Source: an optimization exercise on an open RTL-to-GDS flow (aim: small area, a short achievable clock period and few clock cycles). Production flows keep margins and buffers that such runs may drop.
Where RTL was checked, it was by simulation tests only, not by an equivalence proof against the original.
Only the layout flow was run in runs 2 to 5; the RTL was not checked for function there.

==> flow/design.v <==
`default_nettype none
module alu (
    input  logic signed [11:0] a, b,
    input  logic [3:0] opcode,
    output logic [11:0] result,
    output logic zero_flag, positive_flag
);
    parameter [11:0] NOP = 12'b101100010001;  
    parameter [3:0] HALT   = 4'b0000;  
    parameter [3:0] LOAD   = 4'b0001;  
    parameter [3:0] STOREL = 4'b0110;  
    parameter [3:0] STOREU = 4'b0111;  
    parameter [3:0] ADD    = 4'b1000;  
    parameter [3:0] SUB    = 4'b1001;  
    parameter [3:0] AND    = 4'b1010;  
    parameter [3:0] OR     = 4'b1011;  
    parameter [3:0] XOR    = 4'b1100;  
    parameter [3:0] SL     = 4'b1101;  
    parameter [3:0] SRL    = 4'b1110;  
    parameter [3:0] SRA    = 4'b1111;  
    parameter [3:0] NOT    = 4'b0101;  
    parameter [3:0] LI     = 4'b0100;  
    parameter [3:0] JUMP   = 4'b0010;  
    parameter [3:0] BRANCH = 4'b0011;  
    always_comb begin
        case (opcode)
            4'b1000: result = a + b;  
            4'b1001: result = b - a;  
            4'b1010: result = a & b;  
            4'b1011: result = a | b;  
            4'b1100: result = a ^ b;  
            4'b1101: result = a << b;     
            4'b1110: result = a >> b;     
            4'b1111: result = a >>> b;    
            4'b0101: result = ~b;  
            4'b0011: result = a + b;  
            4'b0010: result = a + b;  
            default: result = 12'b0;   
        endcase
        zero_flag = (result == 12'b0);
        positive_flag = (result[11] == 1'b0) & ~zero_flag;  
    end
endmodule
`default_nettype wire
`default_nettype none
module branch_jump (
    input  logic [9:0] pc_plus_1, alu_result,
    input  logic branch_op, jump_op, prev_zero_flag, prev_positive_flag, 
    input logic branch_type,  
    output logic [9:0] next_pc, 
    output logic take_branch
);
    always_comb begin
        take_branch = 1'b0;
        next_pc = alu_result;
        if (branch_op) begin
            if (branch_type & prev_positive_flag) begin 
                take_branch = 1'b1;
            end else if (~branch_type & prev_zero_flag) begin 
                take_branch = 1'b1;
            end
        end else if (jump_op) begin 
            take_branch = 1'b1;
        end
    end
endmodule
`default_nettype wire
`default_nettype none
module control (
    input  logic [9:0] pc,
    input  logic [9:0] mem_address,
    input logic [5:0] mem_write_data,  
    input logic mem_store,  
    input logic mem_load,  
    input logic mem_store_commit,  
    input logic [11:0] instruction_ex_stage,
    input logic [11:0] instruction_c_stage,
    input logic [11:0] mem_result,  
    output logic pc_enable,
    output logic FE_reg_enable,
    output logic FE_reg_clear,
    output logic EC_reg_enable,
    output logic EC_reg_clear,
    output logic write_commit,  
    output logic mem_read_write,  
    output logic [9:0] mem_bus_out  
);
    parameter [3:0] HALT   = 4'b0000;  
    always_comb begin
        pc_enable = 1;
        FE_reg_enable = 0;
        FE_reg_clear = 0;
        EC_reg_enable = 0;
        EC_reg_clear = 0;
        write_commit = 0;
        mem_read_write = 1;  
        mem_bus_out = '0;
        if (mem_store_commit) begin
            mem_read_write = 0;
            mem_bus_out[5:0] = mem_write_data[5:0];
            if (instruction_c_stage[8] == 1) begin
                mem_bus_out[6] = 1;
            end
            write_commit = 1;
            pc_enable = 0;
            FE_reg_enable = 0;
            EC_reg_enable = 0;
            EC_reg_clear = 1;
        end
        else if (mem_store | mem_load) begin 
            mem_read_write = ~mem_store; 
            mem_bus_out = mem_address;
            write_commit = 0;
            pc_enable = 0;
            FE_reg_enable = 0;
            FE_reg_clear = 1; 
            EC_reg_enable = 1;
        end
        else if (instruction_ex_stage[11:9] == 3'b001) begin
            pc_enable = 0;
            FE_reg_enable = 0;
            write_commit = 0;
            FE_reg_clear = 1; 
            EC_reg_enable = 1;
        end
        else begin
            if (mem_result[11:8] == HALT) begin
                pc_enable = 0;
            end else begin
                pc_enable = 1;
            end
            FE_reg_enable = 1;
            EC_reg_enable = 1;
            mem_read_write = 1;
            mem_bus_out = pc;
        end
        if (instruction_c_stage[11:8] == HALT) begin
            mem_read_write = 1;
            write_commit = 1;
        end
    end
endmodule
`default_nettype wire
`default_nettype none
module decode (
    input  logic [11:0] instruction,
    output logic flag_write_enable,
    output logic jump_op,
    output logic branch_op,
    output logic load_imm,
    output logic reg_write_enable,
    output logic mem_load,
    output logic mem_store,
    output logic mem_store_upper
);
    parameter [11:0] NOP = 12'b101100010001;  
    parameter [3:0] HALT   = 4'b0000;  
    parameter [3:0] LOAD   = 4'b0001;  
    parameter [3:0] STOREL = 4'b0110;  
    parameter [3:0] STOREU = 4'b0111;  
    parameter [3:0] ADD    = 4'b1000;  
    parameter [3:0] SUB    = 4'b1001;  
    parameter [3:0] AND    = 4'b1010;  
    parameter [3:0] OR     = 4'b1011;  
    parameter [3:0] XOR    = 4'b1100;  
    parameter [3:0] SL     = 4'b1101;  
    parameter [3:0] SRL    = 4'b1110;  
    parameter [3:0] SRA    = 4'b1111;  
    parameter [3:0] NOT    = 4'b0101;  
    parameter [3:0] LI     = 4'b0100;  
    parameter [3:0] JUMP   = 4'b0010;  
    parameter [3:0] BRANCH = 4'b0011;  
    logic [3:0] opcode;
    assign opcode = instruction[11:8];
    assign flag_write_enable = (opcode[3] | opcode == NOT) & instruction != NOP;
    assign jump_op = opcode == JUMP;
    assign branch_op = opcode == BRANCH;
    assign load_imm = opcode == LI;
    assign reg_write_enable = (opcode == LOAD) | (opcode == LI) | opcode[3] | (opcode == NOT);
    assign mem_load = (opcode == LOAD);
    assign mem_store = (opcode == STOREL) | (opcode == STOREU);
    assign mem_store_upper = opcode[0];
endmodule
`default_nettype wire
`default_nettype none
module ec_pipe_reg (
    input  logic clk,
    input  logic rst,
    input  logic write_enable_EC,
    input  logic clear_EC,
    input  logic mem_store_EC_in,
    input  logic reg_write_en_EC_in,
    input  logic [3:0] reg_write_addr_EC_in,
    input  logic [11:0] execute_result_EC_in,
    input  logic [11:0] instruction_EC_in,
    input  logic [9:0] pc_plus_1_EC_in,
    output  logic mem_store_EC_out,
    output  logic reg_write_en_EC_out,
    output  logic [3:0] reg_write_addr_EC_out,
    output  logic [11:0] execute_result_EC_out,
    output  logic [11:0] instruction_EC_out,
    output  logic [9:0] pc_plus_1_EC_out
);
    parameter [11:0] NOP = 12'b101100010001;  
    logic [3:0] opcode_EC_in, opcode_EC_out;
    assign opcode_EC_in = instruction_EC_in[11:8];
    assign opcode_EC_out = instruction_EC_out[11:8];
    always_ff @(posedge clk or posedge rst) begin
        if (rst) begin
            mem_store_EC_out <= 1'b0;
            reg_write_en_EC_out <= 1'b0;
            reg_write_addr_EC_out <= 4'b0;
            execute_result_EC_out <= 12'b0;
            instruction_EC_out <= NOP;
            pc_plus_1_EC_out <= '0;
        end else begin 
            if (clear_EC) begin
                mem_store_EC_out <= 1'b0;
                reg_write_en_EC_out <= 1'b0;
                reg_write_addr_EC_out <= 4'b0;
                execute_result_EC_out <= 12'b0;
                instruction_EC_out <= NOP;
                pc_plus_1_EC_out <= '0;
            end else if (write_enable_EC) begin
                mem_store_EC_out <= mem_store_EC_in;
                reg_write_en_EC_out <= reg_write_en_EC_in;
                reg_write_addr_EC_out <= reg_write_addr_EC_in;
                execute_result_EC_out <= execute_result_EC_in;
                instruction_EC_out <= instruction_EC_in;
                pc_plus_1_EC_out <= pc_plus_1_EC_in;
            end
        end
    end
endmodule
`default_nettype wire
`default_nettype none
module execute (
    input  logic [11:0] instruction_FE_out,
    input  logic [9:0] pc_plus_1_FE_out,
    input logic [11:0] mem_result,
    input logic current_p_flag, current_z_flag,
    input logic reg_write_en,
    input logic [3:0] reg_write_addr,
    input logic [11:0] reg_write_data,
    input logic clk,
    input logic rst,
    output logic [11:0] execute_result,
    output logic [3:0] reg_write_addr_EC_in,
    output logic reg_write_en_EC_in,
    output logic [9:0] next_pc,
    output logic take_branch,
    output logic flag_write_enable,
    output logic new_p_flag, new_z_flag,
    output logic mem_store,
    output logic mem_load,
    output logic [9:0] Rs
);
    logic jump_op, branch_op, load_imm, mem_store_upper;
    decode decode_mod (
        .instruction(instruction_FE_out),
        .flag_write_enable(flag_write_enable),
        .jump_op(jump_op),
        .branch_op(branch_op),
        .load_imm(load_imm),
        .reg_write_enable(reg_write_en_EC_in),
        .mem_load(mem_load),
        .mem_store(mem_store), 
        .mem_store_upper(mem_store_upper)
    );
    logic [11:0] data_out_rs, data_out_rd;
    register_file i_reg_file(
        .clk(clk),
        .rst(rst),
        .rd_reg_addr(instruction_FE_out[7:4]),
        .rs_reg_addr(instruction_FE_out[3:0]),    
        .reg_write_addr(reg_write_addr),
        .reg_write_data(reg_write_data),   
        .reg_write_en(reg_write_en),
        .data_out_rs(data_out_rs),
        .data_out_rd(data_out_rd)
    );
    logic [11:0] alu_input_a, alu_input_b;
    assign alu_input_b = (jump_op | branch_op) ? {{2{pc_plus_1_FE_out[9]}}, pc_plus_1_FE_out} : data_out_rs;
    assign alu_input_a = (branch_op) ? {{5{instruction_FE_out[6]}}, instruction_FE_out[6:0]} : data_out_rd;
    logic [11:0] ALU_out;
    alu alu_mod (
        .a(alu_input_a),
        .b(alu_input_b),
        .opcode(instruction_FE_out[11:8]),
        .result(ALU_out),
        .zero_flag(new_z_flag),
        .positive_flag(new_p_flag)
    );
    branch_jump bj_logic (
        .pc_plus_1(pc_plus_1_FE_out), 
        .alu_result(ALU_out[9:0]),
        .branch_op(branch_op), 
        .jump_op(jump_op), 
        .prev_zero_flag(current_z_flag), 
        .prev_positive_flag(current_p_flag), 
        .branch_type(instruction_FE_out[7]),  
        .next_pc(next_pc), 
        .take_branch(take_branch)
    );
    logic [11:0] ex_res_1, ex_res_2, mem_store_data;
    assign mem_store_data = (mem_store_upper) ? {6'b0, data_out_rd[11:6]} : {6'b0, data_out_rd[5:0]};
    assign ex_res_1 = (mem_store) ? mem_store_data : ALU_out;
    assign ex_res_2 = (mem_load) ? mem_result : ex_res_1;
    assign execute_result = (load_imm) ? {8'b0, instruction_FE_out[3:0]} : ex_res_2;
    assign reg_write_addr_EC_in = instruction_FE_out[7:4];
    assign Rs = data_out_rs[9:0];
endmodule
`default_nettype wire
`default_nettype none
module fe_pipe_reg (
    input  logic clk,
    input  logic rst,
    input  logic write_enable_FE,
    input  logic clear_FE,
    input  logic [11:0] instruction_FE_in,
    input  logic [9:0] pc_plus_1_FE_in,
    output logic [11:0] instruction_FE_out,
    output logic [9:0] pc_plus_1_FE_out
);
    parameter [11:0] NOP = 12'b101100010001;  
    logic [3:0] opcode_FE_in, opcode_FE_out;
    assign opcode_FE_in = instruction_FE_in[11:8];
    assign opcode_FE_out = instruction_FE_out[11:8];
    always_ff @(posedge clk or posedge rst) begin
        if (rst) begin
            instruction_FE_out <= NOP;
            pc_plus_1_FE_out <= '0;
        end
        else begin 
            if (clear_FE) begin
                instruction_FE_out <= NOP;
                pc_plus_1_FE_out <= '0;
            end else if (write_enable_FE) begin
                instruction_FE_out <= instruction_FE_in;
                pc_plus_1_FE_out <= pc_plus_1_FE_in;
            end
        end
    end
endmodule
`default_nettype wire
`default_nettype none
module fetch (
    input  logic clk,
    input  logic rst,
    input  logic pc_enable,
    input  logic [9:0] next_pc,
    input  logic [11:0] instruction_from_mem,
    input logic take_branch,
    output logic [9:0] pc_out, pc_plus_1_out
);
    assign pc_plus_1_out = pc_out + 1'b1;
    logic [9:0] next_pc_internal;
    assign next_pc_internal = take_branch ? next_pc : (pc_enable ? pc_plus_1_out : pc_out);  
    always_ff @(posedge clk or posedge rst) begin
        if (rst) begin
            pc_out <= '0;
        end else  begin
            pc_out <= next_pc_internal;
        end
    end
endmodule
`default_nettype wire
`default_nettype none
module flags_register (
    input  logic clk,
    input  logic rst,
    input  logic z_in, p_in,
    input logic flag_write_enable,
    output logic z_out, p_out   
);
    logic z_reg, p_reg;
    always_ff @(posedge clk or posedge rst) begin
        if (rst) begin
            z_reg <= 1'b0;   
            p_reg <= 1'b0;   
        end else if (flag_write_enable) begin
            z_reg <= z_in;   
            p_reg <= p_in;   
        end
    end
    assign z_out = z_reg;
    assign p_out = p_reg;
endmodule
`default_nettype wire
`default_nettype none
module register_file (
    input  logic clk,
    input  logic rst,
    input  logic [3:0] rd_reg_addr, rs_reg_addr,     
    input  logic [3:0] reg_write_addr,
    input  logic [11:0] reg_write_data,   
    input  logic reg_write_en,
    output logic [11:0] data_out_rs,
    output logic [11:0] data_out_rd
);
    logic [11:0] registers [15:0];  
    always_comb begin
        if (reg_write_en && reg_write_addr == rs_reg_addr) begin
            data_out_rs = reg_write_data;
        end else begin
            data_out_rs = registers[rs_reg_addr];
        end
        if (reg_write_en && reg_write_addr == rd_reg_addr) begin
            data_out_rd = reg_write_data;
        end else begin
            data_out_rd = registers[rd_reg_addr];
        end
    end
    always_ff @(posedge clk or posedge rst) begin
        if (rst) begin
            for (int i = 0; i < 16; i++) begin
                registers[i] <= 12'b0;
            end
        end else if (reg_write_en) begin
            registers[reg_write_addr] <= reg_write_data;
        end
    end
endmodule
`default_nettype wire
`default_nettype none
module my_chip (
    input logic [11:0] io_in,  
    output logic [11:0] io_out,  
    input logic clock, 
    input logic reset  
);
    logic clk; 
    logic rst; 
    logic [11:0] mem_result;
    logic [9:0] addr_data;
    logic read_write;
    logic write_commit;
    assign clk = clock;
    assign rst = reset;
    assign mem_result = io_in;
    assign io_out = {read_write, write_commit, addr_data};
    logic pc_enable;
    logic FE_reg_enable;
    logic FE_reg_clear;
    logic EC_reg_enable;
    logic EC_reg_clear;
    control i_control (
        .pc(pc),
        .mem_address(Rs),
        .mem_write_data(execute_result_EC_out[5:0]),
        .mem_store(mem_store),
        .mem_load(mem_load),
        .mem_store_commit(mem_store_EC_out),
        .instruction_ex_stage(instruction_FE_out),
        .instruction_c_stage(instruction_EC_out),
        .mem_result(mem_result),
        .pc_enable(pc_enable),
        .FE_reg_enable(FE_reg_enable),
        .FE_reg_clear(FE_reg_clear),
        .EC_reg_enable(EC_reg_enable),
        .EC_reg_clear(EC_reg_clear),
        .write_commit(write_commit),
        .mem_read_write(read_write),
        .mem_bus_out(addr_data)
    );
    logic [9:0] pc, pc_plus_1_out;
    fetch i_fetch (
        .clk(clk),
        .rst(rst),
        .pc_enable(pc_enable),
        .next_pc(next_pc),  
        .instruction_from_mem(mem_result),
        .take_branch(take_branch),
        .pc_out(pc),
        .pc_plus_1_out(pc_plus_1_out)
    );
    logic [11:0] instruction_FE_out;
    logic [9:0] pc_plus_1_FE_out;
    fe_pipe_reg i_fe_pipe_reg (
        .clk(clk),
        .rst(rst),
        .write_enable_FE(FE_reg_enable),
        .clear_FE(FE_reg_clear),
        .instruction_FE_in(mem_result),
        .pc_plus_1_FE_in(pc_plus_1_out),
        .instruction_FE_out(instruction_FE_out),
        .pc_plus_1_FE_out(pc_plus_1_FE_out)
    );
    logic [11:0] execute_result;
    logic [3:0] reg_write_addr_EC_in;
    logic reg_write_en_EC_in;
    logic mem_store_EC_in;
    logic [9:0] next_pc;
    logic take_branch;
    logic flag_write_enable;
    logic new_p_flag, new_z_flag;
    logic mem_store;
    logic mem_load;
    logic [9:0] Rs;
    execute i_execute (
        .instruction_FE_out(instruction_FE_out),
        .pc_plus_1_FE_out(pc_plus_1_FE_out),
        .mem_result(mem_result),
        .current_p_flag(current_p_flag),
        .current_z_flag(current_z_flag),
        .reg_write_en(reg_write_en_EC_out),
        .reg_write_addr(reg_write_addr_EC_out),
        .reg_write_data(execute_result_EC_out),
        .clk(clk),
        .rst(rst),
        .execute_result(execute_result),
        .reg_write_addr_EC_in(reg_write_addr_EC_in),
        .reg_write_en_EC_in(reg_write_en_EC_in),
        .next_pc(next_pc),
        .take_branch(take_branch),
        .flag_write_enable(flag_write_enable),
        .new_p_flag(new_p_flag),
        .new_z_flag(new_z_flag),
        .mem_store(mem_store),
        .mem_load(mem_load),
        .Rs(Rs)
    );
    logic current_z_flag, current_p_flag;
    flags_register i_flags_register (
        .clk(clk),
        .rst(rst),
        .z_in(new_z_flag),
        .p_in(new_p_flag),
        .flag_write_enable(flag_write_enable),
        .z_out(current_z_flag),
        .p_out(current_p_flag)
    );
    logic mem_store_EC_out;
    logic reg_write_en_EC_out;
    logic [3:0] reg_write_addr_EC_out;
    logic [11:0] execute_result_EC_out;
    logic [11:0] instruction_EC_out;
    logic [9:0] pc_plus_1_EC_out;
    ec_pipe_reg i_ec_pipe_reg (
        .clk(clk),
        .rst(rst),
        .write_enable_EC(EC_reg_enable),
        .clear_EC(EC_reg_clear),
        .mem_store_EC_in(mem_store),
        .reg_write_en_EC_in(reg_write_en_EC_in),
        .reg_write_addr_EC_in(reg_write_addr_EC_in),
        .execute_result_EC_in(execute_result),
        .instruction_EC_in(instruction_FE_out),
        .pc_plus_1_EC_in(pc_plus_1_FE_out),
        .mem_store_EC_out(mem_store_EC_out),
        .reg_write_en_EC_out(reg_write_en_EC_out),
        .reg_write_addr_EC_out(reg_write_addr_EC_out),
        .execute_result_EC_out(execute_result_EC_out),
        .instruction_EC_out(instruction_EC_out),
        .pc_plus_1_EC_out(pc_plus_1_EC_out)
    );
endmodule
`default_nettype wire
==> flow/run.sh <==
#!/bin/bash
# synth_recipe.tcl (not shown) runs the flow's synth.tcl, then flattens the netlist and writes it again
# the make line also repeats each setting of config.mk as NAME=value (left out here)
make -C /OpenROAD-flow-scripts/flow DESIGN_CONFIG=/design/flow/config.mk WORK_HOME=/design/flow/orfs CLKGATE_MAP_FILE= SYNTH_SCRIPT=/design/flow/synth_recipe.tcl finish
==> flow/config.mk <==
export PLATFORM = sky130hd
export DESIGN_NAME = my_chip
export DESIGN_NICKNAME = my_chip
export VERILOG_FILES = /design/flow/design.v
export SDC_FILE = /design/flow/constraint.sdc
export NUM_CORES = 4
export LEC_CHECK = 0
export CAP_MARGIN = 20
export CORE_MARGIN = 2
export CORE_UTILIZATION = 40
export SLEW_MARGIN = 20
==> flow/constraint.sdc <==
create_clock -name core_clock -period 8.0 [get_ports {clock}]
set_input_delay 1.6000 -clock core_clock [delete_from_list [all_inputs] [get_ports {clock}]]
set_output_delay 1.6000 -clock core_clock [all_outputs]
set_load 0.01 [all_outputs]
==> impl_metrics.env, run 1 <==
export IMPL_outcome="no timing/DRC/antenna violations"
export IMPL_synth_area_leaders="dfrtp_1, mux2_2, mux2i_1"
export IMPL_synth_edf_count=0
export IMPL_hold_path_class="flop to flop"
export IMPL_cts_setup_buffers=0
export IMPL_hold_slack_ps=504
export IMPL_cap_violations=0
export IMPL_syn_area_um2=17500
export IMPL_end_kind="flop"
export IMPL_worstPathCellList="nor2b_1 > a22oi_1 > o221ai_1 > a211oi_1 > o31ai_2 > nor2_1 > a31oi_1 > xnor2_1 > ha_1 > or3_1 > a211oi_1 > o31a_1 > xnor2_1 > a22oi_1 > nand3_1 > a21o_1 > nor3b_1 > nor3b_1 > nand4_1 > nor4_2 > a21oi_1"
export IMPL_start_util_pct=40.6
export IMPL_start_kind="flop"
export IMPL_port_buffers=25
export IMPL_die_x_um=213
export IMPL_stdcell_area_um2=19200
export IMPL_finalCritPeriodShare_pct=89.1
export IMPL_rsz0062_at_grt="no"
export IMPL_tightest_slew_ps=1210
export IMPL_htree_levels=1
export IMPL_syn_nets=1928
export IMPL_cts_root_buf="clkbuf_16"
export IMPL_insertedDiodeCount=0
export IMPL_synth_top_area_cell="dfrtp_1"
export IMPL_setup_viol=0
export IMPL_tns_ps=0
export IMPL_grt_max_degree=145
export IMPL_clkSinkCount=248
export IMPL_fmax_ghz=0.140
export IMPL_die_h_um=213
export IMPL_ys_ff_latch=248
export IMPL_synth_avg_cell_area_um2=9.31
export IMPL_synth_flop_cell="dfrtp_1"
export IMPL_core_um2=43100
export IMPL_skew_ps=45.5
export IMPL_yosysTopAreaCellShare_pct=34.4
export IMPL_clock_latency_ps=590
export IMPL_antenna_found_initial=0
export IMPL_cp_required_ps=8470
export IMPL_ant_nets=0
export IMPL_dr_pass1_iters=5
export IMPL_pin_count=26
export IMPL_drt_iter0_drc=2225
export IMPL_cts_tree="yes"
export IMPL_clkTransAtPathRegs_ps=70
export IMPL_ctsResizeCount=0
export IMPL_placementRows=76
export IMPL_grt_usage_pct=33.0
export IMPL_syn2layout_area_growth_pct=9.70
export IMPL_critical_path_slowest_cell="dfrtp_2"
export IMPL_hold_violations=0
export IMPL_synth_seq_area_share_pct=35.6
export IMPL_relSlewSlack_pct=19.6
export IMPL_grt_pass1_wl_um=109000
export IMPL_top_register="i_execute.i_reg_file.registers"
export IMPL_period_minus_slack_ps=7120
export IMPL_maxSlewViolCount=0
export IMPL_layout_nets=1880
export IMPL_arrival_ps=7590
export IMPL_avgViaCountPerCell=6.70
export IMPL_die_area_um2=45400
export IMPL_drive_gt1_share_pct=20.8
export IMPL_route_detailed_drc=0
export IMPL_gp_congestion=1.04
export IMPL_top_regs="i_execute.i_reg_file.registers x192, i_ec_pipe_reg.execute_result_EC_out x12, i_fe_pipe_reg.instruction_FE_out x12"
export IMPL_dpl_cell_area_um2=18200
export IMPL_grt_pass1_vias=15500
export IMPL_ys_types=92
export IMPL_ys_warn_count=9
export IMPL_largest_reg_flops=192
export IMPL_async_flop_share_pct=100
export IMPL_cpPeakStageDelay_ps=1010
export IMPL_grt_overflow=0
export IMPL_cts_buffers=26
export IMPL_dr_total_vias=16300
export IMPL_path_class="flop to flop"
export IMPL_drt_total_wl_um=74500
export IMPL_cp_max_fo=44
export IMPL_post_drt_wl_per_cell_um=30.6
export IMPL_hpwl_um=54100
export IMPL_cts_hold_fix_buffers=0
export IMPL_ctsLongestPathBuffers=3
export IMPL_synth_cells=1877
## cell type report
type                       instances  area (µm²)
clock inverter                    14         214
tap                              585         732
timing repair buffer              85         726
clock buffer                      33         737
multi-input combinational       1417       10300
fill                            4194       23900
sequential                       248        6220
inverter                          51         195
## routing by layer
metal  GRT usage [%]  part of all wire [%]  wire [µm]  vias to the layer above
li1                -                     -          -                     6910
met1            48.4                    43      32300                     8071
met2            45.9                    40      30100                     1144
met3            9.77                    12       9140                      186
met4            11.0                   3.9       2880                        0
met5               0                     0          0                        -
## metrics by stage
stage / instances / setup slack (ps) / utilization, %
CTS: 2433 / 1100 / 44.5
finish: 2433 / 876 / 44.5
detailed placement: 2386 / 1130 / 42.3
global route: 2433 / 421 / 44.5
floorplan: 1877 / 2740 / -
global placement: 2386 / 1360 / 42.2
## logic make-up (layout without fill, tap and decap cells)
group                      count (synthesis)  in the layout  synth area share [%]
and+or+nand+nor                          540            540                  15.8
AOI/OAI and AO/OA                        518            518                  20.7
muxes                                    285            285                  17.9
DFF                                      248            248                  35.6
buffers and inverters                    212            183                  5.40
adders and majority gates                 37             37                  2.69
xor gates and xnor gates                  37             37                  1.85
## synth_stat cells (all sizes together), types with 7 or more instances
| master | n |
|---|---|
| or3 | 7 |
| o221ai | 14 |
| mux2 | 202 |
| a22o | 22 |
| a31o | 8 |
| ha | 36 |
| nand3 | 47 |
| and3 | 31 |
| a22oi | 47 |
| nor2 | 130 |
| or2 | 20 |
| mux2i | 81 |
| dfrtp | 240 |
| a21oi | 111 |
| or3b | 8 |
| nor3 | 35 |
| nor2b | 27 |
| and2 | 13 |
| o22ai | 30 |
| o32ai | 7 |
| o22a | 7 |
| o31ai | 10 |
| a221oi | 25 |
| nand3b | 21 |
| a211oi | 20 |
| xnor2 | 27 |
| a221o | 8 |
| inv | 46 |
| o211ai | 8 |
| nor4 | 11 |
| a31oi | 35 |
| nand2 | 127 |
| a32oi | 12 |
| or4 | 7 |
| nand2b | 24 |
| nor3b | 11 |
| clkbuf | 94 |
| buf | 67 |
| o21ai | 87 |
| xor2 | 10 |
| dfstp | 8 |
| nand4 | 14 |
## path summary, 6_finish.rpt
check / startpoint / endpoint / slack [ps] / cells past startpoint
max: i_fe_pipe_reg.instruction_FE_out[6] / i_flags_register.p_reg / 880 / 21
min reg2reg: i_flags_register.z_reg / i_flags_register.z_reg / 500 / 1
min: i_flags_register.z_reg / i_flags_register.z_reg / 500 / 1
max reg2reg: i_fe_pipe_reg.instruction_FE_out[6] / i_flags_register.p_reg / 880 / 21
max in group asynchronous: reset / i_fe_pipe_reg.instruction_FE_out[1] / 4990 / 3
min in group asynchronous: reset / i_execute.i_reg_file.registers[8][0] / 1510 / 2
## placed cells by master (no fill, tap or decap), drive strengths merged, types with 24 or more instances in the layout
master and n:
nor2 130, xnor2 27, ha 36, a221oi 25
dfrtp 240, nand3 47, a31oi 35, buf 60
a22oi 47, inv 46, nand2b 24, a21oi 111
clkdlybuf4s50 25, nand2 127, o22ai 30, o21ai 87
nor3 35, mux2 202, and3 31, nor2b 27
clkbuf 33, mux2i 81
## critical path: cells and delay by family, from the launching register on
family                   cells  cell delay, ps
adder cells (fa/ha/maj)      1             220
AO/OA/AOI/OAI               10            2870
AND/OR/NAND/NOR              8            2650
flip-flops                   1            1010
XOR/XNOR                     2             200
Testbench counts, summed over its fixed seeds: cycles 156,036.
==> inputs of run 2 (changes only) <==
==> flow/design.v (replaced) <==
`default_nettype none
module my_chip (
    input  logic [11:0] io_in,
    output logic [11:0] io_out,
    input  logic clock,
    input  logic reset
);
    localparam [11:0] NOP = 12'hB11;
    logic [9:0]  pc;         
    logic [11:0] ir;         
    logic        st_ph;      
    logic        zf, pf;     
    logic [11:0] rf [0:15];  
    wire [3:0] op = ir[11:8];
    wire [3:0] rd = ir[7:4];
    wire [3:0] rs = ir[3:0];
    wire [11:0] a = rf[rd];
    wire [11:0] b = rf[rs];
    wire is_halt  = (op == 4'b0000);
    wire is_load  = (op == 4'b0001);
    wire is_jump  = (op == 4'b0010);
    wire is_br    = (op == 4'b0011);
    wire is_store = (op[3:1] == 3'b011);
    wire big = |b[11:4] | (b[3:0] >= 4'd12);
    logic [11:0] shl, shr;
    always_comb begin
        shl = a << b[3:0];
        shr = $signed({op[0] & a[11], a}) >>> b[3:0];
        if (big) begin
            shl = 12'b0;
            shr = {12{op[0] & a[11]}};
        end
    end
    logic [11:0] res;
    always_comb begin
        case (op)
            4'b1000: res = a + b;
            4'b1001: res = b - a;
            4'b1010: res = a & b;
            4'b1011: res = a | b;
            4'b1100: res = a ^ b;
            4'b1101: res = shl;
            4'b1110: res = shr;
            4'b1111: res = shr;
            4'b0101: res = ~b;
            default: res = {8'b0, rs};  
        endcase
    end
    wire rf_we = op[3] | (op[3:1] == 3'b010) | is_load;  
    wire [11:0] rf_wd = is_load ? io_in : res;
    wire fl_we = (op[3] | (op == 4'b0101)) & (ir != NOP);
    wire res_z = (res == 12'b0);
    wire br_taken = is_br & (ir[7] ? pf : zf);
    wire [9:0] br_tgt = pc + {{3{ir[6]}}, ir[6:0]};
    wire [9:0] jp_tgt = pc + a[9:0];
    wire [9:0] faddr = is_jump ? jp_tgt : (br_taken ? br_tgt : pc);
    always_comb begin
        if (is_halt)
            io_out = {2'b11, 10'b0};
        else if (is_load)
            io_out = {2'b10, b[9:0]};
        else if (is_store)
            io_out = st_ph ? {2'b01, 3'b0, op[0], (op[0] ? a[11:6] : a[5:0])}
                           : {2'b00, b[9:0]};
        else
            io_out = {2'b10, faddr};
    end
    wire fetching = ~(is_halt | is_load | is_store);
    always_ff @(posedge clock or posedge reset) begin
        if (reset) begin
            pc    <= 10'b0;
            ir    <= NOP;
            st_ph <= 1'b0;
            zf    <= 1'b0;
            pf    <= 1'b0;
        end else begin
            if (fl_we) begin
                zf <= res_z;
                pf <= ~res[11] & ~res_z;
            end
            if (fetching) begin
                ir <= io_in;
                pc <= faddr + 10'd1;
            end else if (is_load | (is_store & st_ph)) begin
                ir <= NOP;
            end
            if (is_store) st_ph <= ~st_ph;
        end
    end
    always_ff @(posedge clock or posedge reset) begin
        if (reset) begin
            for (int i = 0; i < 16; i++) rf[i] <= 12'b0;
        end else if (rf_we) begin
            rf[rd] <= rf_wd;
        end
    end
endmodule
`default_nettype wire
==> impl_metrics.env, run 2 <==
export IMPL_layout_commonest_cell="nand2_1"
export IMPL_cts_setup_buffers=0
export IMPL_dr_pass1_iters=6
export IMPL_syn_area_um2=15900
export IMPL_placementRows=72
export IMPL_ys_types=91
export IMPL_cts_tree="yes"
export IMPL_cp_max_fo=32
export IMPL_arrival_ps=5950
export IMPL_grt_usage_pct=33.7
export IMPL_largest_reg_flops=192
export IMPL_drive_gt1_share_pct=10.5
export IMPL_hold_slack_ps=505
export IMPL_cts_hold_fix_buffers=0
export IMPL_ys_warn_count=2
export IMPL_die_area_um2=41300
export IMPL_outcome="no timing/DRC/antenna violations"
export IMPL_avgViaCountPerCell=6.56
export IMPL_grt_overflow=0
export IMPL_synth_seq_area_share_pct=34.2
export IMPL_ctsResizeCount=0
export IMPL_port_buffers=25
export IMPL_clkTransAtPathRegs_ps=60
export IMPL_layout_cells_non_filler=2424
export IMPL_rsz0062_at_grt="no"
export IMPL_top_register="rf"
export IMPL_syn2layout_area_growth_pct=11.0
export IMPL_synth_cells=1916
export IMPL_hpwl_um=51300
export IMPL_clock_latency_ps=570
export IMPL_die_x_um=203
export IMPL_relSlewSlack_pct=17.1
export IMPL_finalCritPeriodShare_pct=94.3
export IMPL_end_kind="output port"
export IMPL_skew_ps=23.1
export IMPL_tns_ps=0
export IMPL_synthTopCellsByCount="nand2_1, o21ai_0, dfrtp_1"
export IMPL_clkSinkCount=217
export IMPL_grt_pass1_wl_um=104000
export IMPL_drt_iter0_drc=2066
export IMPL_synth_avg_cell_area_um2=8.29
export IMPL_top_regs="rf x192, ir x12, pc x10"
export IMPL_placed_cells=2376
export IMPL_pin_count=26
export IMPL_gp_congestion=1.05
export IMPL_grt_pass1_vias=15100
export IMPL_cap_violations=0
export IMPL_synth_edf_count=0
export IMPL_setup_viol=0
export IMPL_path_class="flop to output port"
export IMPL_ys_ff_latch=217
export IMPL_cts_root_buf="clkbuf_16"
export IMPL_yosysTopAreaCellShare_pct=33.4
export IMPL_cts_buffers=26
export IMPL_maxSlewViolCount=0
export IMPL_async_flop_share_pct=100
export IMPL_fmax_ghz=0.133
export IMPL_insertedDiodeCount=0
export IMPL_post_drt_wl_per_cell_um=28.8
export IMPL_die_h_um=203
export IMPL_route_detailed_drc=0
export IMPL_start_util_pct=40.8
export IMPL_syn_nets=1988
export IMPL_hold_path_class="flop to flop"
export IMPL_htree_levels=1
export IMPL_period_minus_slack_ps=7550
export IMPL_ctsLongestPathBuffers=3
export IMPL_antenna_found_initial=1
export IMPL_synth_flop_cell="dfrtp_1"
export IMPL_grt_max_degree=116
export IMPL_ant_nets=0
export IMPL_cp_required_ps=6400
export IMPL_dr_total_vias=15900
export IMPL_drt_total_wl_um=69900
export IMPL_tightest_slew_ps=1240
export IMPL_synthMostInstantiatedCell="nand2_1"
export IMPL_start_kind="flop"
export IMPL_hold_violations=0
export IMPL_synth_area_leaders="dfrtp_1, o21ai_0, nand2_1"
export IMPL_core_um2=38900
export IMPL_synth_top_area_cell="dfrtp_1"
export IMPL_layout_common_cells="nand2_1, o21ai_0, dfrtp_1"
export IMPL_layout_nets=1958
run 2: worst paths after layout:
path | slack (ps) | startpoint | cells after the start | to
worst min register to register | 510 | pc[9] | 2 | pc[9]
min in group asynchronous | 1610 | reset | 2 | rf[2][10]
worst min-delay path | 510 | pc[9] | 2 | pc[9]
max in group asynchronous | 5080 | reset | 3 | rf[0][11]
worst max register to register | 1290 | ir[5] | 20 | pf
worst max-delay path | 450 | ir[4] | 17 | io_out[6]
run 2: metrics by stage:
stage / util [%] / cell area (µm²) / setup slack [ps]
after floorplan: - / 15900 / 472
after global placement: 42.7 / 16600 / 1180
after detailed placement: 42.7 / 16600 / 1160
after CTS: 45.2 / 17600 / 542
after global routing: 45.3 / 17600 / 81.3
final: 45.3 / 17600 / 454
run 2: layout make-up:
type | instances | area, µm²
multi-input combinational | 1493 | 9540
fill | 3911 | 21300
clock buffer | 31 | 701
sequential | 217 | 5440
inverter | 48 | 188
tap | 518 | 648
clock inverter | 17 | 283
timing repair buffer | 100 | 813
run 2: logic make-up after synthesis:
kind of cell               synth area share [%]
AOI/OAI and AO/OA                          26.8
xor gates and xnor gates                   2.43
buffers and inverters                      5.80
DFF                                        34.2
muxes                                      6.13
adders and majority gates                  4.71
and+or+nand+nor                            19.9
run 2: metal layers:
layer / part of all wire [%] / GRT usage, % / vias up / wire length (µm)
met5: 0.090 / 0.833 / - / 63
met4: 6.0 / 16.3 / 4 / 4180
met3: 11 / 7.94 / 227 / 7470
met2: 41 / 49.1 / 993 / 28900
met1: 42 / 46.9 / 7716 / 29300
li1: - / - / 6971 / -
run 2: worst max-delay path, cell delays in order, from the launching register on:
cell             delay, ps
dfstp_2                900
buf_4                  430
nand3b_1               170
a21oi_1                 80
o32ai_1                350
a31oi_1                330
ha_1                   320
fa_1                   440
a21o_1                 210
a21oi_1                230
o21bai_1               100
a21oi_1                260
xnor2_1                150
nor2_1                  50
a21oi_1                360
nor2_1                 110
a211oi_1               280
clkdlybuf4s50_1        610
==> inputs of run 3 (changes only) <==
--- a/flow/design.v
+++ b/flow/design.v
@@ -55,3 +55,3 @@
     wire [9:0] jp_tgt = pc + a[9:0];
-    wire [9:0] faddr = is_jump ? jp_tgt : (br_taken ? br_tgt : pc);
+    wire [9:0] faddr = br_taken ? br_tgt : pc;
     always_comb begin
@@ -67,3 +67,3 @@
     end
-    wire fetching = ~(is_halt | is_load | is_store);
+    wire fetching = ~(is_halt | is_load | is_store | is_jump);
     always_ff @(posedge clock or posedge reset) begin
@@ -83,2 +83,5 @@
                 pc <= faddr + 10'd1;
+            end else if (is_jump) begin
+                ir <= NOP;
+                pc <= jp_tgt;
             end else if (is_load | (is_store & st_ph)) begin
--- a/flow/config.mk
+++ b/flow/config.mk
@@ -10,2 +10,3 @@
 export CORE_UTILIZATION = 40
+export SETUP_SLACK_MARGIN = 3
 export SLEW_MARGIN = 20
==> impl_metrics.env, run 3 <==
export IMPL_outcome="no timing/DRC/antenna violations"
export IMPL_synth_flop_cell="dfrtp_1"
export IMPL_r2r_start="ir[4]"
export IMPL_grt_pass1_wl_um=108000
export IMPL_path_class="flop to flop"
export IMPL_ys_ff_latch=217
export IMPL_top_regs="rf x192, ir x12, pc x10"
export IMPL_hold_path_class="flop to flop"
export IMPL_die_x_um=203
export IMPL_synth_top_family_by_area="compound AO/OA/AOI/OAI gates"
export IMPL_clkTransAtPathRegs_ps=60
export IMPL_start_kind="flop"
export IMPL_regToRegSetupSlack_ps=2790
export IMPL_async_flop_share_pct=100
export IMPL_htree_levels=1
export IMPL_synth_top_area_cell="dfrtp_1"
export IMPL_hpwl_um=49300
export IMPL_cts_tree="yes"
export IMPL_finalCritPeriodShare_pct=65.2
export IMPL_cap_violations=0
export IMPL_drt_total_wl_um=75300
export IMPL_muxShareOfSynthArea_pct=7.74
export IMPL_setup_viol=0
export IMPL_layout_common_cells="nand2_1, o21ai_0, dfrtp_1"
export IMPL_arrival_ps=5630
export IMPL_worstPathCellList="buf_12 > buf_4 > clkinv_4 > a21o_1 > a32o_2 > nor3b_4 > nor2_4 > inv_2 > ha_4 > nor2_4 > xnor2_2 > ha_1 > nor2b_4 > o21ai_2 > a21oi_2 > o21ai_2 > nor2b_4 > xnor2_2 > a221o_1 > or4b_4 > nor4_4 > and3_4 > o31ai_1"
export IMPL_synth_seq_area_share_pct=34.2
export IMPL_core_um2=38900
export IMPL_cp_required_ps=8420
export IMPL_avgViaCountPerCell=6.67
export IMPL_port_buffers=25
export IMPL_synth_avg_cell_area_um2=8.37
export IMPL_period_minus_slack_ps=5210
export IMPL_whs_endpoint="pf"
export IMPL_route_detailed_drc=0
export IMPL_rsz0062_at_grt="yes"
export IMPL_synth_xor_xnor_area_share_pct=2.37
export IMPL_end_kind="flop"
export IMPL_syn_nets=1969
export IMPL_clock_latency_ps=570
export IMPL_grt_overflow=0
export IMPL_drive_gt1_share_pct=23.8
export IMPL_synthMostInstantiatedCell="nand2_1"
export IMPL_ant_nets=0
export IMPL_synthSimpleGateAreaFrac_pct=20.0
export IMPL_largest_reg_flops=192
export IMPL_synth_edf_count=0
export IMPL_gp_congestion=0.997
export IMPL_yosysTopAreaCellShare_pct=33.4
export IMPL_hold_depth=2
export IMPL_cpPeakStageDelay_ps=630
export IMPL_pin_count=26
export IMPL_ys_types=97
export IMPL_start_util_pct=40.8
export IMPL_grt_pass1_vias=16100
export IMPL_tns_ps=0
export IMPL_die_h_um=203
export IMPL_dr_total_vias=17000
export IMPL_die_area_um2=41300
export IMPL_rr_worst_depth=23
export IMPL_top_register="rf"
export IMPL_synthTopCellsByCount="nand2_1, o21ai_0, dfrtp_1"
export IMPL_fillers=3662
export IMPL_hold_path_startpoint="pf"
export IMPL_drt_iter0_drc=2570
export IMPL_fmax_ghz=0.192
export IMPL_ctsLongestPathBuffers=3
export IMPL_cp_max_fo=10
export IMPL_hold_violations=0
export IMPL_ys_warn_count=2
export IMPL_dr_pass1_iters=6
export IMPL_syn2layout_area_growth_pct=25.6
export IMPL_post_drt_wl_per_cell_um=29.6
export IMPL_tightest_slew_ps=1020
export IMPL_placementRows=72
export IMPL_synth_cells=1897
export IMPL_worstReg2RegEnd="pf"
export IMPL_clkSinkCount=217
export IMPL_hold_slack_ps=487
export IMPL_synth_area_leaders="dfrtp_1, o21ai_0, nand2_1"
export IMPL_cts_buffers=26
export IMPL_synthAdderAreaFrac_pct=4.71
export IMPL_synth_compound_area_share_pct=25.5
export IMPL_grt_usage_pct=35.2
export IMPL_antenna_found_initial=1
export IMPL_skew_ps=26.0
export IMPL_syn_area_um2=15900
export IMPL_layout_nets=2076
export IMPL_maxSlewViolCount=0
export IMPL_crit_start="ir[4]"
export IMPL_critical_path_slowest_cell="dfstp_4"
export IMPL_layout_commonest_cell="nand2_1"
export IMPL_relSlewSlack_pct=31.7
export IMPL_cts_root_buf="clkbuf_16"
export IMPL_grt_max_degree=69
run 3: changes by cell type after synthesis, sizes merged, moves of 7 or more:
cell	change
nand2b	+8
a22oi	-12
a31oi	-10
mux4	+8
nand2	-11
a311oi	-8
nand4	+7
run 3: worst max-delay path: cells and delay by family (launching register included):
kind	cells	cell delay (ps)
xor gates and xnor gates	2	240
DFF	1	630
buffers and inverters	4	530
adders and majority gates	2	510
AOI/OAI and AO/OA	7	1270
and+or+nand+nor	8	1850
run 3: worst max-delay path by stage:
stage                end  slack [ps]  cells after the start
5_1_grt               pf        2640                     23
3_5_place_dp          pf        1600                     20
2_1_floorplan         pf        3030                     23
4_1_cts        io_out[3]        2760                     10
3_3_place_gp          pf        1820                     20
6_report              pf        2790                     23
run 3: area by class of cell:
| type | count | area, µm² | area share, % |
|---|---|---|---|
| Clock inverter | 13 | 165 | 0.828 |
| Timing Repair Buffer | 227 | 2210 | 11.1 |
| Antenna cell | 1 | 2.50 | 0.0125 |
| Tap cell | 518 | 648 | 3.25 |
| Inverter | 49 | 220 | 1.10 |
| Sequential cell | 217 | 5470 | 27.4 |
| Multi-Input combinational cell | 1483 | 10500 | 52.4 |
| Clock buffer | 35 | 776 | 3.89 |
run 3: kinds of logic (layout without fill, tap and decap cells):
kind of cell,Yosys count,count (layout)
XOR/XNOR,43,43
AND/OR/NAND/NOR,650,650
adder cells (fa/ha/maj),58,58
buffers and inverters,198,324
flip-flops,217,217
AO/OA/AOI/OAI,623,624
other,0,1
multiplexers,108,108
run 3: layer usage:
layer | part of all wire [%] | track usage (%)
met2 | 41 | 50.6
met5 | 0.019 | 0
met4 | 5.5 | 15.8
met3 | 14 | 11.2
met1 | 40 | 48.2
run 3: what timing repair did:
action / CTS / global route
pin swaps: 31 / 76
endpoints found under the hold margin: 0 / 0
endpoints found under the setup margin: 205 / 151
setup buffers: 63 / 61
hold buffers: 0 / 0
resized for setup: 178 / 145
gates cloned: 6 / 6
run 3: metrics by stage:
step | area [µm²] | utilization, % | std cells | worst slack (ps)
after floorplan | 15900 | - | 1897 | 3030
after global placement | 16700 | 42.8 | 2358 | 1820
after detailed placement | 16700 | 42.9 | 2358 | 1600
after CTS | 18900 | 48.7 | 2475 | 2760
after global routing | 20000 | 51.3 | 2542 | 2640
final | 20000 | 51.3 | 2543 | 2790
==> inputs of run 4 (changes only) <==
--- a/flow/config.mk
+++ b/flow/config.mk
@@ -10,3 +10,3 @@
 export CORE_UTILIZATION = 40
-export SETUP_SLACK_MARGIN = 3
+export SETUP_SLACK_MARGIN = 4.5
 export SLEW_MARGIN = 20
==> impl_metrics.env, run 4 <==
export IMPL_critical_path_slowest_cell="or4b_4"
export IMPL_fmax_ghz=0.195
export IMPL_worst_path_most_repeated_cell="buf_4"
export IMPL_post_drt_wl_per_cell_um=30.1
export IMPL_start_util_pct=40.8
export IMPL_clock_latency_ps=560
export IMPL_cap_violations=0
export IMPL_ys_types=97
export IMPL_cts_hold_fix_buffers=0
export IMPL_synth_edf_count=0
export IMPL_clkSinkCount=217
export IMPL_antenna_found_initial=0
export IMPL_cts_root_buf="clkbuf_16"
export IMPL_grt_pass1_vias=17000
export IMPL_syn_area_um2=15900
export IMPL_synth_avg_cell_area_um2=8.37
export IMPL_cts_buffers=26
export IMPL_hold_path_class="flop to flop"
export IMPL_period_minus_slack_ps=5130
export IMPL_finalCritPeriodShare_pct=64.2
export IMPL_outcome="no timing/DRC/antenna violations"
export IMPL_layout_commonest_cell="nand2_1"
export IMPL_fin_util_pct=57.2
export IMPL_layout_common_cells="nand2_1, dfrtp_1, buf_4"
export IMPL_yosysTopAreaCellShare_pct=33.4
export IMPL_hold_violations=0
export IMPL_tns_ps=0
export IMPL_synth_top_area_cell="dfrtp_1"
export IMPL_worst_path_buf_inv=6
export IMPL_cp_required_ps=8430
export IMPL_crit_family="simple AND/OR/NAND/NOR gates"
export IMPL_synth_seq_area_share_pct=34.2
export IMPL_cpPeakStageDelay_ps=510
export IMPL_rsz0062_at_grt="yes"
export IMPL_cts_tree="yes"
export IMPL_cp_max_fo=9
export IMPL_hpwl_um=49400
export IMPL_dr_total_vias=17900
export IMPL_maxSlewViolCount=0
export IMPL_path_class="flop to flop"
export IMPL_die_h_um=203
export IMPL_skew_ps=22.8
export IMPL_syn2layout_area_growth_pct=40.1
export IMPL_grt_pass1_wl_um=115000
export IMPL_grt_usage_pct=37.6
export IMPL_stdcell_area_um2=22200
export IMPL_synth_area_leaders="dfrtp_1, o21ai_0, nand2_1"
export IMPL_synth_cells=1897
export IMPL_ys_warn_count=2
export IMPL_syn_nets=1969
export IMPL_avgViaCountPerCell=6.76
export IMPL_tightest_slew_ps=1220
export IMPL_grt_max_degree=127
export IMPL_core_um2=38900
export IMPL_htree_levels=1
export IMPL_end_kind="flop"
export IMPL_drt_total_wl_um=79700
export IMPL_arrival_ps=5560
export IMPL_dr_pass1_iters=8
export IMPL_die_area_um2=41300
export IMPL_synthMostInstantiatedCell="nand2_1"
export IMPL_grt_overflow=0
export IMPL_pin_count=26
export IMPL_dpl_cell_area_um2=17000
export IMPL_setup_viol=0
export IMPL_top_register="rf"
export IMPL_port_buffers=25
export IMPL_synth_flop_cell="dfrtp_1"
export IMPL_placementRows=72
export IMPL_top_regs="rf x192, ir x12, pc x10"
export IMPL_ctsLongestPathBuffers=3
export IMPL_drt_iter0_drc=2797
export IMPL_start_kind="flop"
export IMPL_ant_nets=0
export IMPL_drive_gt1_share_pct=35.6
export IMPL_async_flop_share_pct=100
export IMPL_worstPathCellList="buf_12 > buf_12 > buf_4 > or3_1 > a21oi_2 > nor4_4 > o21ai_4 > buf_4 > xnor2_1 > ha_1 > buf_4 > buf_4 > o21ai_2 > a21boi_2 > o21ai_2 > nor2b_4 > xnor2_1 > a221o_1 > or4b_4 > nor4_2 > and3_1 > o31ai_1"
export IMPL_route_detailed_drc=0
export IMPL_die_x_um=203
export IMPL_relSlewSlack_pct=18.4
export IMPL_layout_nets=2183
export IMPL_synthTopCellsByCount="nand2_1, o21ai_0, dfrtp_1"
export IMPL_ys_ff_latch=217
export IMPL_clkTransAtPathRegs_ps=60
export IMPL_gp_congestion=1.05
export IMPL_largest_reg_flops=192
run 4: cell counts after synthesis:
Identical to the previous run, type by type.
run 4: routing by layer:
| layer | track usage (%) | wire length (µm) | up-vias | share of wire [%] |
|---|---|---|---|---|
| met5 | 0 | 0 | - | 0 |
| met4 | 18.6 | 5460 | 0 | 6.8 |
| met3 | 12.9 | 10900 | 416 | 14 |
| met2 | 54.3 | 32500 | 1416 | 41 |
| met1 | 50.1 | 30800 | 8626 | 39 |
| li1 | - | - | 7438 | - |
run 4: through the flow:
stage | worst slack, ps | hold WS (ps) | std cells
2_1_floorplan | 3450 | 460 | 1897
3_3_place_gp | 2010 | 479 | 2342
3_5_place_dp | 1970 | 496 | 2342
4_1_cts | 3010 | 510 | 2601
5_1_grt | 2820 | 532 | 2646
6_report | 2870 | 513 | 2647
run 4: area by class of cell:
cell class              count  area (µm²)
diodes                      1        2.50
clock buffers              35         766
clock inverters            10         138
fillers                  3426       16700
inverters                  49         248
multi-input cells        1486       11600
flip-flops and latches    217        5480
well taps                 518         648
repair buffers            330        3400
repair inverters            1        8.76
run 4: worst reg2reg max path: cells and delay by family (launching register included):
family	cells	cell delay, ps
and+or+nand+nor	6	1650
AOI/OAI and AO/OA	7	1400
buffers and inverters	6	930
DFF	1	490
adders and majority gates	1	270
xor gates and xnor gates	2	230
run 4: repair_timing:
item	in CTS	in global routing
pin swaps	131	96
gates resized for setup	447	130
endpoints found under the hold margin	0	0
setup endpoints to repair	214	214
gates cloned	16	2
setup buffers	198	43
run 4: worst paths after layout:
path	startpoint	end	slack [ps]	cells after the start
max reg2reg	ir[4]	pf	2870	22
max	ir[4]	pf	2870	22
max in group asynchronous	reset	ir[2]	5190	3
min reg2reg	rf[4][8]	rf[4][8]	510	2
min	rf[4][8]	rf[4][8]	510	2
min in group asynchronous	reset	rf[14][10]	1420	2
run 4: cell families (layout without fill, tap and decap cells):
group / after synthesis / in the layout / share of synthesized area, %
other: 0 / 1 / 0
and+or+nand+nor: 650 / 650 / 20.0
AOI/OAI and AO/OA: 623 / 627 / 25.5
xor gates and xnor gates: 43 / 43 / 2.37
DFF: 217 / 217 / 34.2
adders and majority gates: 58 / 58 / 4.71
buffers and inverters: 198 / 425 / 5.40
muxes: 108 / 108 / 7.74
==> inputs of run 5 (changes only) <==
==> flow/design.v (replaced) <==
`default_nettype none
module my_chip (
    input  logic [11:0] io_in,
    output logic [11:0] io_out,
    input  logic clock,
    input  logic reset
);
    localparam [11:0] BUBBLE = 12'h300;  
    logic [11:0] cmd;         
    logic [9:0]  npc;         
    logic [11:0] xi;          
    logic [11:0] xa, xb;      
    logic        zf, pf;      
    logic [11:0] rf [0:15];   
    assign io_out = cmd;
    wire [3:0] xop = xi[11:8];
    wire [3:0] xrd = xi[7:4];
    wire x_load  = (xop == 4'b0001);
    wire x_jump  = (xop == 4'b0010);
    wire x_store = (xop[3:1] == 3'b011);
    wire x_halt  = (xop == 4'b0000);
    wire x_we    = xop[3] | (xop[3:1] == 3'b010);           
    wire x_fwe   = (xop[3] | (xop == 4'b0101)) & (xi != 12'hB11);
    wire big = |xb[11:4] | (xb[3:0] >= 4'd12);
    logic [11:0] shl, shr;
    always_comb begin
        shl = xa << xb[3:0];
        shr = $signed({xop[0] & xa[11], xa}) >>> xb[3:0];
        if (big) begin
            shl = 12'b0;
            shr = {12{xop[0] & xa[11]}};
        end
    end
    logic [11:0] res;
    always_comb begin
        case (xop)
            4'b1000: res = xa + xb;
            4'b1001: res = xb - xa;
            4'b1010: res = xa & xb;
            4'b1011: res = xa | xb;
            4'b1100: res = xa ^ xb;
            4'b1101: res = shl;
            4'b1110: res = shr;
            4'b1111: res = shr;
            4'b0101: res = ~xb;
            default: res = {8'b0, xi[3:0]};  
        endcase
    end
    wire res_z = (res == 12'b0);
    wire res_p = ~res[11] & ~res_z;
    wire zn = x_fwe ? res_z : zf;
    wire pn = x_fwe ? res_p : pf;
    wire fetch = cmd[11] & ~cmd[10] & ~x_load & ~x_jump;
    wire [3:0] iop = io_in[11:8];
    wire [3:0] ird = io_in[7:4];
    wire [3:0] irs = io_in[3:0];
    wire i_load  = (iop == 4'b0001);
    wire i_store = (iop[3:1] == 3'b011);
    wire i_halt  = (iop == 4'b0000);
    wire i_jump  = (iop == 4'b0010);
    wire i_br    = (iop == 4'b0011);
    wire [11:0] ra = (x_we && xrd == ird) ? res : rf[ird];
    wire [11:0] rb = (x_we && xrd == irs) ? res : rf[irs];
    wire br_taken = i_br & (io_in[7] ? pn : zn);
    wire [9:0] off = {{3{io_in[6]}}, io_in[6:0]};
    wire [9:0] br_t  = npc + off;
    wire [9:0] br_t1 = npc + off + 10'd1;
    wire [9:0] jp_t  = npc + xa[9:0];
    wire [9:0] jp_t1 = npc + xa[9:0] + 10'd1;
    wire [9:0] npc1  = npc + 10'd1;
    logic [11:0] cmd_n;
    logic [9:0]  npc_n;
    logic [11:0] xi_n;
    always_comb begin
        cmd_n = cmd;
        npc_n = npc;
        xi_n  = BUBBLE;
        if (fetch) begin
            xi_n = io_in;
            if (i_load)       cmd_n = {2'b10, rb[9:0]};
            else if (i_store) cmd_n = {2'b00, rb[9:0]};
            else if (i_halt)  cmd_n = {2'b11, 10'b0};
            else if (i_jump)  cmd_n = {2'b10, npc};
            else if (br_taken) begin
                cmd_n = {2'b10, br_t};
                npc_n = br_t1;
            end else begin
                cmd_n = {2'b10, npc};
                npc_n = npc1;
            end
        end else if (x_halt) begin
            xi_n = xi;
        end else if (x_store & ~cmd[10]) begin
            cmd_n = {2'b01, 3'b000, xop[0], (xop[0] ? xa[11:6] : xa[5:0])};
        end else if (x_jump) begin
            cmd_n = {2'b10, jp_t};
            npc_n = jp_t1;
        end else begin  
            cmd_n = {2'b10, npc};
            npc_n = npc1;
        end
    end
    always_ff @(posedge clock or posedge reset) begin
        if (reset) begin
            cmd <= {2'b10, 10'd0};
            npc <= 10'd1;
            xi  <= BUBBLE;
            zf  <= 1'b0;
            pf  <= 1'b0;
        end else begin
            cmd <= cmd_n;
            npc <= npc_n;
            xi  <= xi_n;
            zf  <= zn;
            pf  <= pn;
        end
    end
    always_ff @(posedge clock) begin
        xa <= ra;
        xb <= rb;
    end
    wire rf_we = x_we | x_load;
    wire [11:0] rf_wd = x_load ? io_in : res;
    always_ff @(posedge clock or posedge reset) begin
        if (reset) begin
            for (int i = 0; i < 16; i++) rf[i] <= 12'b0;
        end else if (rf_we) begin
            rf[xrd] <= rf_wd;
        end
    end
endmodule
`default_nettype wire
--- a/flow/config.mk
+++ b/flow/config.mk
@@ -10,3 +10,3 @@
 export CORE_UTILIZATION = 40
-export SETUP_SLACK_MARGIN = 4.5
+export SETUP_SLACK_MARGIN = 3
 export SLEW_MARGIN = 20
==> impl_metrics.env, run 5 <==
export IMPL_outcome="no timing/DRC/antenna violations"
export IMPL_grt_overflow=0
export IMPL_ctsLongestPathBuffers=3
export IMPL_rr_worst_depth=16
export IMPL_maxSlewViolCount=0
export IMPL_top_register="rf"
export IMPL_finalCritPeriodShare_pct=60.2
export IMPL_grt_usage_pct=29.5
export IMPL_clkSinkCount=252
export IMPL_antenna_found_initial=0
export IMPL_crit_start="xa[4]"
export IMPL_fmax_ghz=0.207
export IMPL_post_drt_wl_per_cell_um=26.8
export IMPL_drt_total_wl_um=66000
export IMPL_die_x_um=208
export IMPL_cts_root_buf="clkbuf_16"
export IMPL_cts_tree="yes"
export IMPL_gp_congestion=0.952
export IMPL_hold_path_class="flop to flop"
export IMPL_synth_area_leaders="dfrtp_1, o21ai_0, nand2_1"
export IMPL_synth_top_area_cell="dfrtp_1"
export IMPL_synth_avg_cell_area_um2=8.50
export IMPL_ys_warn_count=2
export IMPL_grt_max_degree=74
export IMPL_die_area_um2=43200
export IMPL_cap_violations=0
export IMPL_path_class="flop to flop"
export IMPL_hpwl_um=42600
export IMPL_dr_total_vias=16400
export IMPL_port_buffers=25
export IMPL_ys_ff_latch=252
export IMPL_dr_pass1_iters=6
export IMPL_start_kind="flop"
export IMPL_pin_count=26
export IMPL_clock_latency_ps=590
export IMPL_insertedDiodeCount=0
export IMPL_core_um2=40900
export IMPL_rsz0062_at_grt="no"
export IMPL_stdcell_area_um2=18600
export IMPL_drive_gt1_share_pct=10.9
export IMPL_async_flop_share_pct=90.5
export IMPL_die_h_um=208
export IMPL_clkTransAtPathRegs_ps=60
export IMPL_syn_area_um2=16600
export IMPL_dpl_cell_area_um2=17400
export IMPL_synth_flop_cell="dfrtp_1"
export IMPL_grt_pass1_vias=15600
export IMPL_tns_ps=0
export IMPL_yosysTopAreaCellShare_pct=33.8
export IMPL_layout_nets=1987
export IMPL_grt_pass1_wl_um=98600
export IMPL_tightest_slew_ps=1190
export IMPL_syn2layout_area_growth_pct=11.8
export IMPL_cp_endpoint="npc[5]"
export IMPL_place_ws_ps=2340
export IMPL_synth_seq_area_share_pct=37.3
export IMPL_avgViaCountPerCell=6.66
export IMPL_largest_reg_flops=192
export IMPL_ant_nets=0
export IMPL_setup_slack_ps=3180
export IMPL_hold_path_startpoint="zf"
export IMPL_synthMostInstantiatedCell="nand2_1"
export IMPL_period_minus_slack_ps=4820
export IMPL_cts_hold_fix_buffers=0
export IMPL_end_kind="flop"
export IMPL_r2r_start="xa[4]"
export IMPL_fin_util_pct=45.3
export IMPL_hold_violations=0
export IMPL_synth_edf_count=0
export IMPL_cp_max_fo=17
export IMPL_placementRows=74
export IMPL_layout_common_cells="nand2_1, o21ai_0, dfrtp_1"
export IMPL_layout_cells_non_filler=2466
export IMPL_skew_ps=53.9
export IMPL_route_detailed_drc=0
export IMPL_synthTopCellsByCount="nand2_1, o21ai_0, dfrtp_1"
export IMPL_placed_cells=2406
export IMPL_cp_required_ps=8430
export IMPL_syn_nets=2027
export IMPL_ys_types=88
export IMPL_setup_viol=0
export IMPL_htree_levels=1
export IMPL_cts_buffers=28
export IMPL_start_util_pct=40.6
export IMPL_drt_iter0_drc=2182
export IMPL_worstReg2RegEnd="npc[5]"
export IMPL_arrival_ps=5250
export IMPL_synth_cells=1953
export IMPL_regToRegSetupSlack_ps=3180
export IMPL_relSlewSlack_pct=20.9
export IMPL_layout_commonest_cell="nand2_1"
==> run 5: cell count changes after synthesis, moves of 23 or more <==
cell,previous run,this run
dfxtp_1,0,24
clkbuf_1,86,136
nand2_1,281,308
o22ai_1,14,37
mux2i_1,69,26
nand4_1,13,43
buf_2,50,8
a22oi_1,31,144
==> run 5: area by class of cell <==
cell class / count / area, µm²
fill: 3995 / 22400
clock buffer: 39 / 792
sequential: 252 / 6210
inverter: 41 / 158
multi-input combinational: 1507 / 9830
clock inverter: 12 / 190
timing repair buffer: 83 / 716
tap: 532 / 666
==> run 5: how the worst min path moves through the flow <==
stage                     endpoint  cells after the start
after detailed placement        zf                      2
final                           zf                      2
after global placement          zf                      2
after CTS                       zf                      2
after global routing            zf                      2
after floorplan                 zf                      2
==> run 5: cells by family (layout without fill, tap and decap cells) <==
family	after synthesis	in the layout	share of synthesized area (%)
and+or+nand+nor	631	631	17.7
buffers and inverters	196	175	4.75
DFF	252	252	37.3
adders and majority gates	60	60	4.66
AOI/OAI and AO/OA	693	695	27.0
xor gates and xnor gates	64	64	3.38
muxes	57	57	5.21
==> run 5: critical path, cell delays in order, from the launching register on <==
cell	delay [ps]
dfxtp_1	570
inv_1	280
nand3_1	120
or3_1	380
o21ai_0	220
xnor2_1	170
ha_1	330
a41oi_1	200
o21ai_0	130
a221oi_1	360
xor2_1	220
o211ai_2	190
a2111oi_4	390
nand4_4	240
a31oi_4	390
a211oi_1	140
o32a_1	370
==> run 5: per-stage QoR <==
step	hold slack (ps)
CTS	486
global route	531
global placement	464
detailed placement	469
floorplan	450
finish	493
==> run 5: what timing repair did <==
action | CTS | global route
pin swaps | 0 | 3
setup buffers | 0 | 7
gates resized for setup | 10 | 10
endpoints found under the setup margin | 36 | 20
gates cloned | 0 | 2
==> run 5: layer usage <==
layer	wire length [µm]	track usage (%)	up-vias
met2	29000	45.8	1082
met1	26500	39.6	7956
li1	-	-	7147
met3	7470	7.23	233
met4	3070	12.0	0
met5	0	0.445	-

## port drivers added, routing unchanged
Ports are ideal in the flow. The routed layouts listed here were re-timed in OpenROAD. Step 1: set_driving_cell puts a clkbuf_16 on clock and a buf_2 on each other input, an assumption about the parent block. Step 2 adds t to the input delays and takes it off the output delays; t is the mean of the earliest and latest rising clock arrival at the registers after step 1. Input paths then give back, and output paths get back, about the clock's delay inside the block. Slacks: ideal ports / drivers / drivers and shift; pairs: ideal ports / drivers.
| run | shift t [ns] | setup WS [ns] | hold WS [ns] | worst setup path after step 2 |
|---|---|---|---|---|
| run 1 | 0.611 | 0.876 / 0.876 / 0.876 | 0.504 / 0.504 / 0.504 | register to register |
| run 2 | 0.609 | 0.454 / 0.401 / 1.009 | 0.505 / 0.505 / 0.505 | register to output |
| run 3 | 0.610 | 2.788 / 2.788 / 2.788 | 0.487 / 0.487 / 0.487 | register to register |
| run 4 | 0.607 | 2.865 / 2.865 / 2.865 | 0.513 / 0.513 / 0.513 | register to register |
| run 5 | 0.610 | 3.180 / 3.180 / 2.669 | 0.493 / 0.493 / 0.493 | input to register |
After both steps every run listed still meets setup and hold. The setup slack of run 5, which loses most, moves by 0.000 ns with the drivers and by -0.511 ns with both steps.
